Background: an optimization exercise with open tools, aiming at small area. Do not read the settings as production practice.
In this exercise RTL edits were held to simulation tests only and were not proved equivalent to the original.
Power is estimated from default activity; no workload was simulated.

exp/nickel:
==> flow/design.v <==
module ram_1r1w_sync
  #(parameter [31:0] width_p = 8
  ,parameter [31:0] depth_p = 512
  /*verilator lint_off UNUSEDPARAM*/
  ,parameter filename_p = "memory_init_file.bin")
  /*verilator lint_on UNUSEDPARAM*/
  (input [0:0] clk_i
  ,input [0:0] reset_i
  ,input [0:0] wr_valid_i
  ,input [width_p-1:0] wr_data_i
  ,input [$clog2(depth_p) - 1 : 0] wr_addr_i
  ,input [0:0] rd_valid_i
  ,input [$clog2(depth_p) - 1 : 0] rd_addr_i
  ,output [width_p-1:0] rd_data_o);
  logic [width_p-1:0] ram [depth_p-1:0];
  logic [width_p-1:0] rd_data_l;
  always_ff @(posedge clk_i) begin
    if (~reset_i && rd_valid_i)
      rd_data_l <= ram[rd_addr_i];
    if (~reset_i && wr_valid_i) 
      ram[wr_addr_i] <= wr_data_i;
  end
  assign rd_data_o = rd_data_l;
endmodule
module delaybuffer
  #(parameter [31:0] width_p = 16
   ,parameter [31:0] delay_p = 64
   )
  (input [0:0] clk_i
  ,input [0:0] reset_i
  ,input [width_p-1:0] data_i
  ,input [0:0] ready_i
  ,input [0:0] valid_i
  ,output [0:0] ready_o 
  ,output [0:0] valid_o 
  ,output [width_p-1:0] data_o 
  );
  logic valid_l;
  assign ready_o = ready_i | ~valid_l;
  logic wr_en;
  assign wr_en = ready_o & valid_i;
  always_ff @(posedge clk_i) begin
    if (reset_i)
      valid_l <= 1'b0;
    else if (ready_o)
      valid_l <= valid_i;
  end
  assign valid_o = valid_l;
  logic [width_p-1:0] sr_r [0:delay_p];
  always_ff @(posedge clk_i) begin
    if (wr_en) begin
      sr_r[0] <= data_i;
      for (int i = 1; i <= delay_p; i++)
        sr_r[i] <= sr_r[i-1];
    end
  end
  assign data_o = sr_r[delay_p];
endmodule
Settings: LEC_CHECK=0, CAP_MARGIN=20, CORE_MARGIN=2, CORE_UTILIZATION=50, CTS_BUF_LIST=sky130_fd_sc_hd__clkbuf_8, CTS_CLUSTER_DIAMETER=80, CTS_CLUSTER_SIZE=20, SLEW_MARGIN=20; clock period 5.0 ns.
run.sh (not shown) runs the stock make flow with config.mk's settings and CLKGATE_MAP_FILE= SYNTH_SCRIPT=/design/flow/synth_recipe.tcl, a recipe that flattens the netlist after the stock synthesis.
Inputs modified between exp/nickel and exp/ember:
Settings: CORE_UTILIZATION changed from 50 to 85; CTS_CLUSTER_DIAMETER changed from 80 to 50; PLACE_DENSITY newly set to 0.9; CTS_CLUSTER_SIZE changed from 20 to 22.
==> summary.txt <==
- Compared with exp/nickel, in exp/ember number of rows created at floorplan decreased 23%, chip width decreased 23%, average cell area after synthesis essentially unchanged.
- exp/ember never completed, since it errored out during 3_5_place_dp.
- Diff exp/nickel..exp/ember | cell area after technology mapping | unchanged
- Summary of exp/ember over exp/nickel: distinct cell type count of the synthesized netlist held steady; synthesized netlist cell count held steady; starting density of the core grew by 35 points; height of the die shrank by 23%.
- exp/ember ended up with a higher final weighted congestion in routability-driven placement than exp/nickel did.
--- input diff exp/ember..exp/zinc ---
Settings: CORE_UTILIZATION: 85 -> 60; PLACE_DENSITY: 0.9 -> unset; CTS_CLUSTER_SIZE: 22 -> 20; CTS_CLUSTER_DIAMETER: 50 -> 80; GPL_TIMING_DRIVEN: unset -> 0.
Findings:
- exp/ember → exp/zinc: compound-cell area share of the yosys netlist level, die outline height climbed 36 um, number of enable flip-flop cells after synthesis stayed essentially flat.
- Port buffer count came out exactly the same in exp/zinc and exp/ember.
- In summary, exp/zinc completed successfully, with a layout that passed the timing, design-rule and antenna checks.
- exp/ember has a lower site row count than exp/zinc.
- [exp/zinc] initial core utilization fell 25 points relative to exp/ember
- Lower die span in x was reported by exp/ember, not exp/zinc.
- From exp/ember to exp/zinc, synthesized cell count did not move at all.
- Reported for exp/zinc and exp/ember, area share of and/or/nand/nor cells after synthesis turned out identical to the last digit.
- Taking exp/ember as the reference, in exp/zinc global placer's final weighted congestion shows a reduction of 4.9%; area after synthesis shows no meaningful change.
Input changes introduced in exp/onyx (baseline for comparison: exp/zinc):
Settings: CORE_UTILIZATION: 60 -> 70; GPL_TIMING_DRIVEN: 0 -> unset; CTS_CLUSTER_SIZE: 20 -> 22; CTS_CLUSTER_DIAMETER: 80 -> 40.
==> comparison <==
In summary, exp/onyx completed successfully, with a layout that passed the timing, design-rule and antenna checks.
Taking exp/zinc as the reference, in exp/onyx sequential fraction of design power down 8.2 points; setup slack after placement moved up.
[compare] base=exp/zinc new=exp/onyx: path depth of the worst reg2reg path decreased by 11 relative to the old numbers, timing-limited maximum frequency picked up an extra about 50%.
Comparing peak fanout along the critical path for exp/onyx and exp/zinc, the bigger number came from exp/zinc.
exp/onyx: sequential share of layout area is 1.4 points lower than what exp/zinc reported.
In exp/onyx, the internal portion of total power came out 1.1 mW above the value in exp/zinc.
Maximum number of pins on one net before global-route repair on exp/onyx is up relative to exp/zinc.
Comparing routed wire length for exp/onyx and exp/zinc, the bigger number came from exp/zinc.
exp/zinc has a higher worst hold slack than exp/onyx.

## build 37
// delaybuffer: RTL as listed in full above, without the edits since
clock: 5.0 ns
lec_check: 0
cap_margin: 20
core_margin: 2
core_utilization: 70
cts_buf_list: sky130_fd_sc_hd__clkbuf_8
cts_cluster_diameter: 80
cts_cluster_size: 18
slew_margin: 20
## Diff of input files: build 36 against build 37
Settings: CTS_CLUSTER_SIZE: 18 -> unset; CTS_CLUSTER_DIAMETER: 80 -> unset; CORE_UTILIZATION: 70 -> 50; CTS_BUF_LIST: sky130_fd_sc_hd__clkbuf_8 -> unset.
### Flow results
The core of build 36 is less densely filled than that of build 37.
Proportion of power drawn by the clock network in build 36 is 14 points above build 37.
Wire length after detailed routing grows by a little under 10% when moving from build 37 to build 36.
Non-clock buffer count grows by more than 10% when moving from build 37 to build 36.
In build 36 relative to build 37, number of non-filler instances in the completed layout had gone up by more than 10%.
Maximum frequency delta (build 37 -> build 36): insignificant
Build 36 vs. build 37: number of global-route vias before repair now sits higher, clock skew held.
Edits applied to the flow inputs when going from build 36 to build 80:
Settings: CTS_CLUSTER_SIZE: unset -> 20; SLEW_MARGIN: 20 -> 0; CORE_UTILIZATION: 50 -> 70; CTS_CLUSTER_DIAMETER: unset -> 60; CAP_MARGIN: 20 -> 0; CTS_BUF_LIST: unset -> sky130_fd_sc_hd__clkbuf_8.
### Flow results
Build 80 ends up with a smallest setup slack after layout that is 0.0032 ns lower than in build 36. Build 80 has detailed-routing wirelength on met1 below what build 36 had. For wire length of the first global-routing pass, dividing the value from build 80 by the value from build 36 gives 0.905. Compared to build 36, the routing of build 80 uses less wire. Re fraction of met2 tracks used by global routing: build 80 and build 36 aren't equal, and the higher value belongs to build 80. In build 80, global-route usage is higher than in build 36. Relative to build 36, the global placement routability congestion measured on build 80 has increased by a few percent. Between build 36 and build 80, the flow reports estimated wirelength of the detail-placed design decreasing by a few percent. Taking build 36 as the reference point, the post-placement setup slack of build 80 rises by 0.079 ns. Between build 36 and build 80, the maximum frequency figures differ only marginally.
#### Input delta (build 20 over build 80)
Settings: CTS_CLUSTER_DIAMETER: 60 -> 45; SLEW_MARGIN: 0 -> 20; CTS_CLUSTER_SIZE: 20 -> 25; CAP_MARGIN: 0 -> 20.
Compared with build 80, build 20 shows share of cells above drive strength 1 higher by 4.3 points. Delta (build 20 minus build 80): time the worst path needs with I/O delays and setup held; average instance area after synthesis has remained practically unchanged. Taking build 80 as the reference point, the via count of build 20 rises by 1.7%. Build 20 reports a lower transition time at the pin with the least slew margin than build 80 does. Between build 20 and build 80, the critical path depth figures differ only marginally. Build 20 ends up with higher power than build 80 does. Against build 80, build 20 comes in 1.1% higher on wire length of the first global-routing pass. The run with more routed wire is build 20, not build 80. Taking build 80 as the reference point, the routed length on met2 of build 20 rises by about 1.6%.
### build 20 -> build 60
Settings: swapping 45 for 60 in CTS_CLUSTER_DIAMETER; swapping 25 for 20 in CTS_CLUSTER_SIZE; swapping 70 for 78 in CORE_UTILIZATION.
==> summary.txt <==
In build 60 relative to build 20, height of the die had gone down by a few percent.
Share of synthesized area occupied by flip-flops and latches: build 60 vs build 20 identical
Reported for build 60 and build 20, count of flip-flops with a built-in enable after synthesis turned out identical to the last digit.
Width of the chip (build 20 / build 60): 1.05
Build 60 -> build 20: number of nets in the synthesized netlist delta 0, exact match
Build 60 vs. build 20: complex-gate fraction of the synthesized area now sits at about the same level; placement row count fell 4; starting utilization of the core area now larger.
Of build 60 and build 20, only build 60 never reached the final stage.
The log for build 60 ends in detailed placement (3_5_place_dp) with error DPL-0033, so the run never completed.

== run 1 ==
Starts from the design.v that is shown in full above.
Settings: LEC_CHECK=0, CAP_MARGIN=20, CORE_MARGIN=2, CORE_UTILIZATION=70, CTS_BUF_LIST=sky130_fd_sc_hd__clkbuf_8, CTS_CLUSTER_DIAMETER=60, CTS_CLUSTER_SIZE=20, SLEW_MARGIN=20; clock period 5.0 ns.
Inputs modified between run 1 and run 2:
diff --git a/flow/config.mk b/flow/config.mk
--- a/flow/config.mk
+++ b/flow/config.mk
@@ -8,5 +8,5 @@
 export CAP_MARGIN = 20
 export CORE_MARGIN = 2
-export CORE_UTILIZATION = 70
+export CORE_UTILIZATION = 75
 export CTS_BUF_LIST = sky130_fd_sc_hd__clkbuf_8
 export CTS_CLUSTER_DIAMETER = 60
==> comparison <==
Compared with run 1, in run 2 global-route wire length before repair increased by 2.9 mm relative to the old numbers, core occupancy in the finished layout increased by 5.7 points relative to the old numbers, proportion of power drawn by the clock network decreased by 0.4 points relative to the old numbers.
--- input diff run 2..run 3 ---
diff --git a/flow/config.mk b/flow/config.mk
--- a/flow/config.mk
+++ b/flow/config.mk
@@ -8,7 +8,7 @@
 export CAP_MARGIN = 20
 export CORE_MARGIN = 2
-export CORE_UTILIZATION = 75
+export CORE_UTILIZATION = 60
 export CTS_BUF_LIST = sky130_fd_sc_hd__clkbuf_8
-export CTS_CLUSTER_DIAMETER = 60
-export CTS_CLUSTER_SIZE = 20
+export CTS_CLUSTER_DIAMETER = 90
+export CTS_CLUSTER_SIZE = 21
 export SLEW_MARGIN = 20
### Flow results
- No stage failed in run 3, and the final checks on the layout all came back clean.
- Compared to run 2, the router laid down less metal wire for run 3.
- From run 2 to run 3 the numbers moved as follows: utilization fell 17 points; final area about even; worst hold slack rose 22 ps.
- | power consumption | run 2 vs run 3 | ≈ equal |
- Summary: area of the core region, run 3 worse than run 2
- Placed wire-length estimate after detailed placement: run 3 and run 2 compared, lower one is run 3
What run 4 does differently from run 3 at the input level:
diff --git a/flow/config.mk b/flow/config.mk
--- a/flow/config.mk
+++ b/flow/config.mk
@@ -8,7 +8,8 @@
 export CAP_MARGIN = 20
 export CORE_MARGIN = 2
-export CORE_UTILIZATION = 60
+export CORE_UTILIZATION = 70
 export CTS_BUF_LIST = sky130_fd_sc_hd__clkbuf_8
-export CTS_CLUSTER_DIAMETER = 90
-export CTS_CLUSTER_SIZE = 21
+export CTS_CLUSTER_DIAMETER = 80
+export CTS_CLUSTER_SIZE = 20
+export PLACE_DENSITY = 0.8
 export SLEW_MARGIN = 20
Findings:
- Looking at die area across both flows, run 4 is the stronger of the two, with run 3 trailing.
- Non-clock buffer count (run 3 / run 4): 0.942
- Clock-buffer cell count sits higher in run 4 than in run 3.
- | global-route usage | run 4 vs run 3 | 1.5 points higher |
- Taking run 4 as 1.0, run 3 lands at 0.948 on number of clock buffers inserted by TritonCTS.
- Between run 4 and run 3, the flip-flop and latch count figures differ only marginally.
- Run 3 → run 4: count of instances resized after the clock tree is built stayed essentially flat; routability congestion estimate from global placement moved up.
The following lists how run 5 was set up differently from run 4:
diff --git a/flow/config.mk b/flow/config.mk
--- a/flow/config.mk
+++ b/flow/config.mk
@@ -9,7 +9,6 @@
 export CORE_MARGIN = 2
 export CORE_UTILIZATION = 70
-export CTS_BUF_LIST = sky130_fd_sc_hd__clkbuf_8
-export CTS_CLUSTER_DIAMETER = 80
-export CTS_CLUSTER_SIZE = 20
-export PLACE_DENSITY = 0.8
+export CTS_BUF_LIST = sky130_fd_sc_hd__clkbuf_16
+export CTS_CLUSTER_DIAMETER = 50
+export CTS_CLUSTER_SIZE = 30
 export SLEW_MARGIN = 20
--- outcome ---
Where clock power is concerned, run 4 is better than run 5. Delta (run 5 minus run 4): clock skew has decreased; total power consumption of the routed design has increased; final standard cell area without fillers has increased. Comparing share of total power in combinational logic for run 5 and run 4, the bigger number came from run 4. Summary of run 5 over run 4: sequential share of cell area now smaller; aggregate routed wire length higher; internal power component picked up an extra 11%; weighted congestion at the end of routability-driven global placement about even. The lower fraction of power spent switching nets of run 5 and run 4 is in run 4.
